Context: an optimization exercise on an open-source flow, tuned for small area and a short achievable clock period. The choices shown serve that exercise and are no tape-out recipe.
Function was checked by simulation only, so behaviour that the tests miss may differ from the original.

[config.mk]
export PLATFORM = sky130hd
export DESIGN_NAME = fft_4x4_2d
export DESIGN_NICKNAME = fft_4x4_2d
export VERILOG_FILES = /design/flow/design.v
export SDC_FILE = /design/flow/constraint.sdc
export NUM_CORES = 4
export LEC_CHECK = 0
export CAP_MARGIN = 20
export CORE_MARGIN = 2
export CORE_UTILIZATION = 40
export SLEW_MARGIN = 20
[constraint.sdc]
create_clock -name core_clock -period 8.0 [get_ports {clk}]
set_input_delay 1.6000 -clock core_clock [delete_from_list [all_inputs] [get_ports {clk}]]
set_output_delay 1.6000 -clock core_clock [all_outputs]
set_load 0.01 [all_outputs]
[design.v]
`timescale 1ns / 1ps
module fft_4point_1 (
    input [15:0] a0_real, a1_real, a2_real, a3_real,  
    output wire [15:0] G0_real, G1_real, G2_real, G3_real,  
    output wire [15:0] G0_imag, G1_imag, G2_imag, G3_imag   
);
    wire signed [15:0] B0_real, B1_real, B2_real, B3_real;
    assign B0_real = a0_real + a2_real;
    assign B1_real = a0_real - a2_real;
    assign B2_real = a1_real + a3_real;
    assign B3_real = a1_real - a3_real;
    assign G0_real = B0_real + B2_real;
    assign G1_real = B1_real;
    assign G2_real = B0_real - B2_real;
    assign G3_real = B1_real;
    assign G0_imag = 16'sd0;        
    assign G1_imag = -B3_real;
    assign G2_imag = 16'sd0;        
    assign G3_imag = B3_real;
endmodule
`timescale 1ns / 1ps
module fft_4point_2 (
    input [15:0] a0_real, a1_real, a2_real, a3_real,  
    input [15:0] a0_imag, a1_imag, a2_imag, a3_imag,  
    output wire [15:0] G0_real, G1_real, G2_real, G3_real,  
    output wire [15:0] G0_imag, G1_imag, G2_imag, G3_imag   
);
    wire signed [15:0] B0_real, B1_real, B2_real, B3_real;
    wire signed [15:0] B0_imag, B1_imag, B2_imag, B3_imag;
    assign B0_real = a0_real + a2_real;
    assign B1_real = a0_real - a2_real;
    assign B2_real = a1_real + a3_real;
    assign B3_real = a1_real - a3_real;
    assign B0_imag = a0_imag + a2_imag;
    assign B1_imag = a0_imag - a2_imag;
    assign B2_imag = a1_imag + a3_imag;
    assign B3_imag = a1_imag - a3_imag;
    assign G0_real = B0_real + B2_real;
    assign G1_real = B1_real + B3_imag;
    assign G2_real = B0_real - B2_real;
    assign G3_real = B1_real - B3_imag;
    assign G0_imag = B0_imag + B2_imag;
    assign G1_imag = B1_imag - B3_real;
    assign G2_imag = B0_imag - B2_imag;
    assign G3_imag = B1_imag + B3_real;
endmodule
`timescale 1ns / 1ps
module fft_control_unit (
    input clk,
    input reset,
    input start,
    output reg data_valid,
    output reg done,
    input fft_done,          
    output reg enable_block1,
    output reg enable_block2,
    output reg enable_block3,
    output reg enable_block4
);
    parameter IDLE     = 3'b000,
              INPUT1   = 3'b001,
              INPUT2   = 3'b010,
              INPUT3   = 3'b011,
              INPUT4   = 3'b100,
              FINALIZE = 3'b101; 
    reg [2:0] state, next_state;
    always @(posedge clk or posedge reset) begin
        if (reset) begin
            state <= IDLE;
        end else begin
            state <= next_state;
        end
    end
    always @(*) begin
        data_valid    = 1'b0;
        done          = 1'b0;
        enable_block1 = 1'b0;
        enable_block2 = 1'b0;
        enable_block3 = 1'b0;
        enable_block4 = 1'b0;
        next_state    = state;  
        case (state)
            IDLE: begin
                if (start) begin
                    next_state    = INPUT1;
                    enable_block1 = 1'b1;
                    data_valid    = 1'b1;
                end
            end
            INPUT1: begin  
                data_valid    = 1'b1;
                enable_block2 = 1'b1;  
                next_state    = INPUT2;
            end
            INPUT2: begin  
                data_valid    = 1'b1;
                enable_block3 = 1'b1;
                next_state    = INPUT3;
            end
            INPUT3: begin  
                data_valid    = 1'b1;
                enable_block4 = 1'b1;  
                next_state    = INPUT4;
            end
            INPUT4: begin  
                data_valid    = 1'b1;  
                next_state    = FINALIZE;
            end
            FINALIZE: begin
                if (fft_done) begin      
                    done       = 1'b1;   
                    next_state = IDLE;   
                end else begin
                    next_state = FINALIZE;  
                end
            end
            default: begin
                next_state = IDLE;
            end
        endcase
    end
endmodule
`timescale 1ns / 1ps
module fft_data_unit (
    input clk,
    input reset,
    input enable_block1, enable_block2, enable_block3, enable_block4,
    input data_valid, 
    input [15:0] din_real_0, din_real_1, din_real_2, din_real_3,
    output reg [15:0] dout_real_0, dout_real_1, dout_real_2, dout_real_3, dout_real_4, dout_real_5, dout_real_6, dout_real_7,
                        dout_real_8, dout_real_9, dout_real_10, dout_real_11, dout_real_12, dout_real_13, dout_real_14, dout_real_15,
    output reg [15:0] dout_imag_0, dout_imag_1, dout_imag_2, dout_imag_3, dout_imag_4, dout_imag_5, dout_imag_6, dout_imag_7,
                        dout_imag_8, dout_imag_9, dout_imag_10, dout_imag_11, dout_imag_12, dout_imag_13, dout_imag_14, dout_imag_15,
    output reg fft_done  
);
    reg [15:0] stage1_real [0:15];
    wire [15:0] stage2_real [0:15], stage2_imag [0:15];
    wire [15:0] wire_output_real [0:15], wire_output_imag [0:15];
    integer i;    
    always @(posedge clk or posedge reset) begin
        if (reset) begin
            for (i = 0; i < 16; i = i + 1) begin
                stage1_real[i] <= 16'sd0;
            end
            fft_done <= 1'b0;
            dout_real_0 <= 16'sd0; dout_imag_0 <= 16'sd0; dout_real_1 <= 16'sd0; dout_imag_1 <= 16'sd0;
            dout_real_2 <= 16'sd0; dout_imag_2 <= 16'sd0; dout_real_3 <= 16'sd0; dout_imag_3 <= 16'sd0;
            dout_real_4 <= 16'sd0; dout_imag_4 <= 16'sd0; dout_real_5 <= 16'sd0; dout_imag_5 <= 16'sd0;
            dout_real_6 <= 16'sd0; dout_imag_6 <= 16'sd0; dout_real_7 <= 16'sd0; dout_imag_7 <= 16'sd0;
            dout_real_8 <= 16'sd0; dout_imag_8 <= 16'sd0; dout_real_9 <= 16'sd0; dout_imag_9 <= 16'sd0;
            dout_real_10 <= 16'sd0; dout_imag_10 <= 16'sd0; dout_real_11 <= 16'sd0; dout_imag_11 <= 16'sd0;
            dout_real_12 <= 16'sd0; dout_imag_12 <= 16'sd0; dout_real_13 <= 16'sd0; dout_imag_13 <= 16'sd0;
            dout_real_14 <= 16'sd0; dout_imag_14 <= 16'sd0; dout_real_15 <= 16'sd0; dout_imag_15 <= 16'sd0;
        end else begin
            if (data_valid) begin
                case ({enable_block1, enable_block2, enable_block3, enable_block4})
                    4'b1000: begin
                        stage1_real[0] <= din_real_0;
                        stage1_real[1] <= din_real_1;
                        stage1_real[2] <= din_real_2;
                        stage1_real[3] <= din_real_3;
                        for (i = 4; i < 16; i = i + 1) begin
                            stage1_real[i] <= 16'sd0;
                        end
                    end
                    4'b0100: begin
                        stage1_real[4] <= din_real_0;
                        stage1_real[5] <= din_real_1;
                        stage1_real[6] <= din_real_2;
                        stage1_real[7] <= din_real_3;
                        for (i = 8; i < 16; i = i + 1) begin
                            stage1_real[i] <= 16'sd0;
                        end
                    end
                    4'b0010: begin
                        stage1_real[8] <= din_real_0;
                        stage1_real[9] <= din_real_1;
                        stage1_real[10] <= din_real_2;
                        stage1_real[11] <= din_real_3;
                        for (i = 12; i < 16; i = i + 1) begin
                            stage1_real[i] <= 16'sd0;
                        end
                    end
                    4'b0001: begin
                        stage1_real[12] <= din_real_0;
                        stage1_real[13] <= din_real_1;
                        stage1_real[14] <= din_real_2;
                        stage1_real[15] <= din_real_3;
                        fft_done <= 1'b1;  
                    end
                    default: begin
                    end
                endcase
            end
            if (fft_done && !data_valid) begin  
                fft_done <= 1'b0;
            end
            if (fft_done) begin  
                dout_real_0 <= wire_output_real[0]; dout_real_1 <= wire_output_real[1]; dout_imag_0 <= wire_output_imag[0]; dout_imag_1 <= wire_output_imag[1];
                dout_real_2 <= wire_output_real[2]; dout_real_3 <= wire_output_real[3]; dout_imag_2 <= wire_output_imag[2]; dout_imag_3 <= wire_output_imag[3];
                dout_real_4 <= wire_output_real[4]; dout_real_5 <= wire_output_real[5]; dout_imag_4 <= wire_output_imag[4]; dout_imag_5 <= wire_output_imag[5];
                dout_real_6 <= wire_output_real[6]; dout_real_7 <= wire_output_real[7]; dout_imag_6 <= wire_output_imag[6]; dout_imag_7 <= wire_output_imag[7];
                dout_real_8 <= wire_output_real[8]; dout_real_9 <= wire_output_real[9]; dout_imag_8 <= wire_output_imag[8]; dout_imag_9 <= wire_output_imag[9];
                dout_real_10 <= wire_output_real[10]; dout_real_11 <= wire_output_real[11]; dout_imag_10 <= wire_output_imag[10]; dout_imag_11 <= wire_output_imag[11];
                dout_real_12 <= wire_output_real[12]; dout_real_13 <= wire_output_real[13]; dout_imag_12 <= wire_output_imag[12]; dout_imag_13 <= wire_output_imag[13];
                dout_real_14 <= wire_output_real[14]; dout_real_15 <= wire_output_real[15]; dout_imag_14 <= wire_output_imag[14]; dout_imag_15 <= wire_output_imag[15];
            end
        end
    end
    fft_4point_1 stage1_0 (
        .a0_real(stage1_real[0]), .a1_real(stage1_real[1]),
        .a2_real(stage1_real[2]), .a3_real(stage1_real[3]),
        .G0_real(stage2_real[0]), .G1_real(stage2_real[1]),
        .G2_real(stage2_real[2]), .G3_real(stage2_real[3]),
        .G0_imag(stage2_imag[0]), .G1_imag(stage2_imag[1]),
        .G2_imag(stage2_imag[2]), .G3_imag(stage2_imag[3])
    );
    fft_4point_1 stage1_1 (
        .a0_real(stage1_real[4]), .a1_real(stage1_real[5]),
        .a2_real(stage1_real[6]), .a3_real(stage1_real[7]),
        .G0_real(stage2_real[4]), .G1_real(stage2_real[5]),
        .G2_real(stage2_real[6]), .G3_real(stage2_real[7]),
        .G0_imag(stage2_imag[4]), .G1_imag(stage2_imag[5]),
        .G2_imag(stage2_imag[6]), .G3_imag(stage2_imag[7])
    );
    fft_4point_1 stage1_2 (
        .a0_real(stage1_real[8]), .a1_real(stage1_real[9]),
        .a2_real(stage1_real[10]), .a3_real(stage1_real[11]),
        .G0_real(stage2_real[8]), .G1_real(stage2_real[9]),
        .G2_real(stage2_real[10]), .G3_real(stage2_real[11]),
        .G0_imag(stage2_imag[8]), .G1_imag(stage2_imag[9]),
        .G2_imag(stage2_imag[10]), .G3_imag(stage2_imag[11])
    );
    fft_4point_1 stage1_3 (
        .a0_real(stage1_real[12]), .a1_real(stage1_real[13]),
        .a2_real(stage1_real[14]), .a3_real(stage1_real[15]),
        .G0_real(stage2_real[12]), .G1_real(stage2_real[13]),
        .G2_real(stage2_real[14]), .G3_real(stage2_real[15]),
        .G0_imag(stage2_imag[12]), .G1_imag(stage2_imag[13]),
        .G2_imag(stage2_imag[14]), .G3_imag(stage2_imag[15])
    );
    fft_4point_2 stage2_0 (
        .a0_real(stage2_real[0]), .a1_real(stage2_real[4]),
        .a2_real(stage2_real[8]), .a3_real(stage2_real[12]),
        .a0_imag(stage2_imag[0]), .a1_imag(stage2_imag[4]),
        .a2_imag(stage2_imag[8]), .a3_imag(stage2_imag[12]),
        .G0_real(wire_output_real[0]), .G1_real(wire_output_real[4]),
        .G2_real(wire_output_real[8]), .G3_real(wire_output_real[12]),
        .G0_imag(wire_output_imag[0]), .G1_imag(wire_output_imag[4]),
        .G2_imag(wire_output_imag[8]), .G3_imag(wire_output_imag[12])
    );
    fft_4point_2 stage2_1 (
        .a0_real(stage2_real[1]), .a1_real(stage2_real[5]),
        .a2_real(stage2_real[9]), .a3_real(stage2_real[13]),
        .a0_imag(stage2_imag[1]), .a1_imag(stage2_imag[5]),
        .a2_imag(stage2_imag[9]), .a3_imag(stage2_imag[13]),
        .G0_real(wire_output_real[1]), .G1_real(wire_output_real[5]),
        .G2_real(wire_output_real[9]), .G3_real(wire_output_real[13]),
        .G0_imag(wire_output_imag[1]), .G1_imag(wire_output_imag[5]),
        .G2_imag(wire_output_imag[9]), .G3_imag(wire_output_imag[13])
    );
    fft_4point_2 stage2_2 (
        .a0_real(stage2_real[2]), .a1_real(stage2_real[6]),
        .a2_real(stage2_real[10]), .a3_real(stage2_real[14]),
        .a0_imag(stage2_imag[2]), .a1_imag(stage2_imag[6]),
        .a2_imag(stage2_imag[10]), .a3_imag(stage2_imag[14]),
        .G0_real(wire_output_real[2]), .G1_real(wire_output_real[6]),
        .G2_real(wire_output_real[10]), .G3_real(wire_output_real[14]),
        .G0_imag(wire_output_imag[2]), .G1_imag(wire_output_imag[6]),
        .G2_imag(wire_output_imag[10]), .G3_imag(wire_output_imag[14])
    );
    fft_4point_2 stage2_3 (
        .a0_real(stage2_real[3]), .a1_real(stage2_real[7]),
        .a2_real(stage2_real[11]), .a3_real(stage2_real[15]),
        .a0_imag(stage2_imag[3]), .a1_imag(stage2_imag[7]),
        .a2_imag(stage2_imag[11]), .a3_imag(stage2_imag[15]),
        .G0_real(wire_output_real[3]), .G1_real(wire_output_real[7]),
        .G2_real(wire_output_real[11]), .G3_real(wire_output_real[15]),
        .G0_imag(wire_output_imag[3]), .G1_imag(wire_output_imag[7]),
        .G2_imag(wire_output_imag[11]), .G3_imag(wire_output_imag[15])
    );
endmodule
`timescale 1ns / 1ps
module fft_4x4_2d (
    input clk, reset, start,
    input [15:0] din_real_0, din_real_1, din_real_2, din_real_3,
    output wire [15:0] dout_real_0, dout_real_1, dout_real_2, dout_real_3, dout_real_4, dout_real_5, dout_real_6, dout_real_7,
                         dout_real_8, dout_real_9, dout_real_10, dout_real_11, dout_real_12, dout_real_13, dout_real_14, dout_real_15,
    output wire [15:0] dout_imag_0, dout_imag_1, dout_imag_2, dout_imag_3, dout_imag_4, dout_imag_5, dout_imag_6, dout_imag_7,
                         dout_imag_8, dout_imag_9, dout_imag_10, dout_imag_11, dout_imag_12, dout_imag_13, dout_imag_14, dout_imag_15,
    output wire done
);
    wire data_valid_internal;  wire fft_done_internal; 
    wire enable_block1_internal, enable_block2_internal, enable_block3_internal, enable_block4_internal;
    fft_control_unit CU_inst (
        .clk(clk), .reset(reset), .start(start), .fft_done(fft_done_internal),
        .data_valid(data_valid_internal), 
        .enable_block1(enable_block1_internal), .enable_block2(enable_block2_internal),
        .enable_block3(enable_block3_internal), .enable_block4(enable_block4_internal),
        .done(done)
    ); 
    fft_data_unit DU_inst (
        .clk(clk), .reset(reset),
        .data_valid(data_valid_internal), 
        .enable_block1(enable_block1_internal), .enable_block2(enable_block2_internal),
        .enable_block3(enable_block3_internal), .enable_block4(enable_block4_internal),
        .din_real_0(din_real_0), .din_real_1(din_real_1), .din_real_2(din_real_2), .din_real_3(din_real_3),
        .dout_real_0(dout_real_0), .dout_real_1(dout_real_1), .dout_real_2(dout_real_2), .dout_real_3(dout_real_3),
        .dout_real_4(dout_real_4), .dout_real_5(dout_real_5), .dout_real_6(dout_real_6), .dout_real_7(dout_real_7),
        .dout_real_8(dout_real_8), .dout_real_9(dout_real_9), .dout_real_10(dout_real_10), .dout_real_11(dout_real_11),
        .dout_real_12(dout_real_12), .dout_real_13(dout_real_13), .dout_real_14(dout_real_14), .dout_real_15(dout_real_15),
        .dout_imag_0(dout_imag_0), .dout_imag_1(dout_imag_1), .dout_imag_2(dout_imag_2), .dout_imag_3(dout_imag_3),
        .dout_imag_4(dout_imag_4), .dout_imag_5(dout_imag_5), .dout_imag_6(dout_imag_6), .dout_imag_7(dout_imag_7),
        .dout_imag_8(dout_imag_8), .dout_imag_9(dout_imag_9), .dout_imag_10(dout_imag_10), .dout_imag_11(dout_imag_11),
        .dout_imag_12(dout_imag_12), .dout_imag_13(dout_imag_13), .dout_imag_14(dout_imag_14), .dout_imag_15(dout_imag_15),
        .fft_done(fft_done_internal)
    );
endmodule
[run.sh]
#!/bin/bash
# synth_recipe.tcl (not shown) runs the flow's synth.tcl, then flattens the netlist and writes it again
# the make line also repeats each setting of config.mk as NAME=value (left out here)
make -C /OpenROAD-flow-scripts/flow DESIGN_CONFIG=/design/flow/config.mk WORK_HOME=/design/flow/orfs CLKGATE_MAP_FILE= SYNTH_SCRIPT=/design/flow/synth_recipe.tcl finish
==> metrics.md <==
| Metric | Value |
|---|---|
| Minimum clock period | 7.20 ns |
| Worst R2R Path Depth | 27 |
| TritonRoute pass-1 iters | 6 |
| Fraction of layout cells with a size suffix above 1 | 4.98% |
| Final Setup Violations | 0 |
| HPWL Detailed | 185000 um |
| Hold Crit Start | DU_inst.dout_real_0[8] |
| Post-DRT Antenna Nets | 0 |
| Num CTS Buffers | 83 |
| CTS Buffer Depth | 3 |
| Arr. time, crit path | 7.78 ns |
| Post-DR wirelength/cell | 22.1 um |
| Fin nets | 9012 |
| Final Cycle Share | 90.0% |
| Synth warn | 4 |
| Dominant synthesized flop cell | dfrtp_1 |
| Skew-Pair Late Insertion Delay | 0.72 ns |
| Reg2Reg Setup Slack | 0.80 ns |
| Die Y | 403 um |
| Crit path max fanout | 7 |
| DR vias | 54600 |
| RSZ-0062 raised after global routing | no |
| Number of cells after detailed placement | 9944 |
| Clock Skews | 0.0332 ns |
| Critical path startpoint category | flop |
| Slew headroom | 15.0% |
| Status | complete, no violations |
| Commonest non-fill, non-tap cells in the layout | 937 x inv_1, 926 x ha_1, 778 x a21oi_1 |
| Iter 0 DRT Violations | 4507 |
| RR Startpoint | DU_inst.stage1_real[15][0] |
| Clk root buf | clkbuf_16 |
| CTS Hold Buffers Added | 0 |
| Pins over their slew limit | 0 |
| Number of flops mapped to enable cells by yosys | 0 |
| Mapped cell area | 63500 sq um |
| I/O Pins | 580 |
| Htree depth | 3 |
| Width of the die | 403 um |
| Final Wtd Congestion | 0.984 |
| Max incr delay on CP | 0.43 ns |
| Vias in the first global route | 51100 |
| CP Capture Type | flop |
| Post-synth ARST share | 100% |
| Gr usage total | 26.8% |
| Final WL | 224000 um |
| Post-CTS Setup Repair Bufs | 0 |
| Worst min-delay path class | reg -> reg |
| Worst r2r dst | DU_inst.dout_real_0[15] |
| Commonest non-fill, non-tap cell in the layout | inv_1 |
| WS Path Type | reg -> reg |
| Die area | 162000 sq um |
| Initial antenna violation count | 13 |
| Final non-filler cell total | 10100 |
| Max Clk Rate | 139 MHz |
| Sink Count | 630 |
| Hold Fails Final Rpt | 0 |
| DRC | 0 |
| Grt total ovfl | 0 |
| Area Overhead vs Synth | 14.5% |
| # Max-Cap Violations | 0 |
| Setup TNS | 0 ns |
| #FFs+latches synth | 630 |
| Row count | 146 |
| Part of the Yosys area used for sequential elements | 24.8% |
| First-pass GRT wire length | 328000 um |
| Post-layout util | 46.0% |
| Worst hold endpoint | DU_inst.dout_real_0[8] |
| Average size of a mapped cell | 8.30 sq um |
| Post-cts sizing count | 0 |
| Port Buf Inserts | 515 |
| Vias per cell | 5.41 |
| Worst EP required | 8.59 ns |
| Worst Tran Pin Value | 1.27 ns |
| Largest cells by area after synthesis | dfrtp_1 25%, ha_1 18%, xnor2_1 9.0% |
| Post-synthesis cell count | 7658 |
| Synth area leader | dfrtp_1 |
| Yosys cell types | 91 |
| Largest net degree at the start of global routing | 175 |
| Hold Path Depth | 2 |
| CTS tree | built |
| Critical-path top delay cell | ha_1 |
| Core area | 158000 sq um |
| Clock Pin Slew Worst Setup and Hold Paths | 0.06 ns |
| Initial Util | 40.2% |
| Top-area cell type share of the netlist area | 24.8% |
area by class of cell:
type | count | area [sq um]
inverters | 945 | 3550
flip-flops and latches | 630 | 15800
fillers | 15500 | 85200
clock buffers | 118 | 2410
clock inverters | 38 | 459
multi-input cells | 5744 | 42500
well taps | 2072 | 2590
diodes | 3 | 7.51
repair buffers | 553 | 5520
registers in the layout, indices dropped and copies added, names as in the netlist, 16 cells and up:
register	cells
DU_inst.dout_imag_3	16
DU_inst.dout_imag_4	16
DU_inst.dout_imag_6	16
DU_inst.dout_imag_7	16
DU_inst.dout_real_0	16
DU_inst.dout_real_1	16
DU_inst.dout_real_10	16
DU_inst.dout_real_15	16
DU_inst.dout_real_4	16
DU_inst.dout_real_6	16
DU_inst.stage1_real	256
metal layers:
layer | vias up | wire length [um] | global-route usage [%] | part of all wire, %
met5 | - | 19 | 0 | 0.0085
met4 | 2 | 7390 | 8.64 | 3.3
met3 | 237 | 13900 | 3.07 | 6.2
met2 | 1649 | 98200 | 42.0 | 44
met1 | 26500 | 104000 | 38.2 | 47
li1 | 26300 | - | - | -
how the worst max path moves through the flow:
stage	startpoint	to	slack, ns	cells after the start
3_3_place_gp	DU_inst.stage1_real[13][0]	DU_inst.dout_real_0[15]	1.00	27
3_5_place_dp	DU_inst.stage1_real[15][0]	DU_inst.dout_real_0[15]	0.95	27
2_1_floorplan	reset	CU_inst.state[0]	-2.20	1
6_report	DU_inst.stage1_real[15][0]	DU_inst.dout_real_0[15]	0.80	27
4_1_cts	DU_inst.stage1_real[15][0]	DU_inst.dout_real_0[15]	0.89	27
5_1_grt	DU_inst.stage1_real[14][1]	DU_inst.dout_real_0[15]	0.24	29
critical path: cells and delay by family, from the launching register on:
family | cells | cell delay, ns
DFF | 1 | 0.40
adders and majority gates | 5 | 1.81
muxes | 2 | 0.66
xor gates and xnor gates | 2 | 0.28
and+or+nand+nor | 3 | 0.69
AOI/OAI and AO/OA | 13 | 3.00
buffers and inverters | 2 | 0.23
metrics by stage:
step | hold slack [ns] | cell area (sq um) | worst slack (ns)
after floorplan | 0.487 | 63800 | -2.20
after detailed placement | 0.469 | 69900 | 0.952
after global placement | 0.468 | 69900 | 1.00
final | 0.477 | 72800 | 0.803
after global routing | 0.505 | 72800 | 0.235
after CTS | 0.482 | 72800 | 0.889
logic make-up after synthesis:
logic type	Yosys count	share of synthesized area (%)
AOI/OAI and AO/OA	1977	19.5
and+or+nand+nor	1755	12.6
buffers and inverters	1347	8.82
adders and majority gates	988	20.2
xor gates and xnor gates	812	11.4
DFF	630	24.8
muxes	148	2.61
other	1	0.00590
cell usage after synthesis (15+ instances only):
master and n:
nand3_1 108, buf_4 142, a21o_1 111, xor2_1 146, nor2_1 672, or2_2 32, nand2b_1 52, nand2_1 449
o21ai_0 323, a22o_1 66, xnor2_1 655, clkbuf_1 238, mux2_2 142, o211ai_1 17, and3_1 87, fa_1 62
nor2b_1 77, a211oi_1 34, a31oi_1 39, ha_1 926, a21oi_1 778, inv_1 938, o41ai_1 21, or4_1 17
a221oi_1 21, a21boi_0 23, o21bai_1 232, nor3b_1 23, o21a_1 47, nor4_1 25, or3_1 31, nor3_1 136
buf_1 15, o31a_1 19, dfrtp_1 630, o31ai_1 100

==> re-timing with driven ports <==
In the flow no input, the clock included, has a driving cell. The finished layout below was timed again as built, in two steps.
Step 1 sets driving cells, clkbuf_16 on the clock port and buf_2 on the other inputs (assumed; they add their load-dependent delay and slew).
Step 2 times the ports against the registers' clock, not the clock port: input delays grow and output delays shrink by t, the midpoint of the rising clock arrivals with the driver on.
Three values: ideal, step 1, step 2; two values: the first two.
t (ns): 0.786
setup WS [ns]: 0.803 / 0.803 / 0.803
worst setup path after step 2: register to register
After both steps setup and hold are still met in this run. For this run, drivers alone change the setup slack by 0.000 ns; drivers and shift together by 0.000 ns.
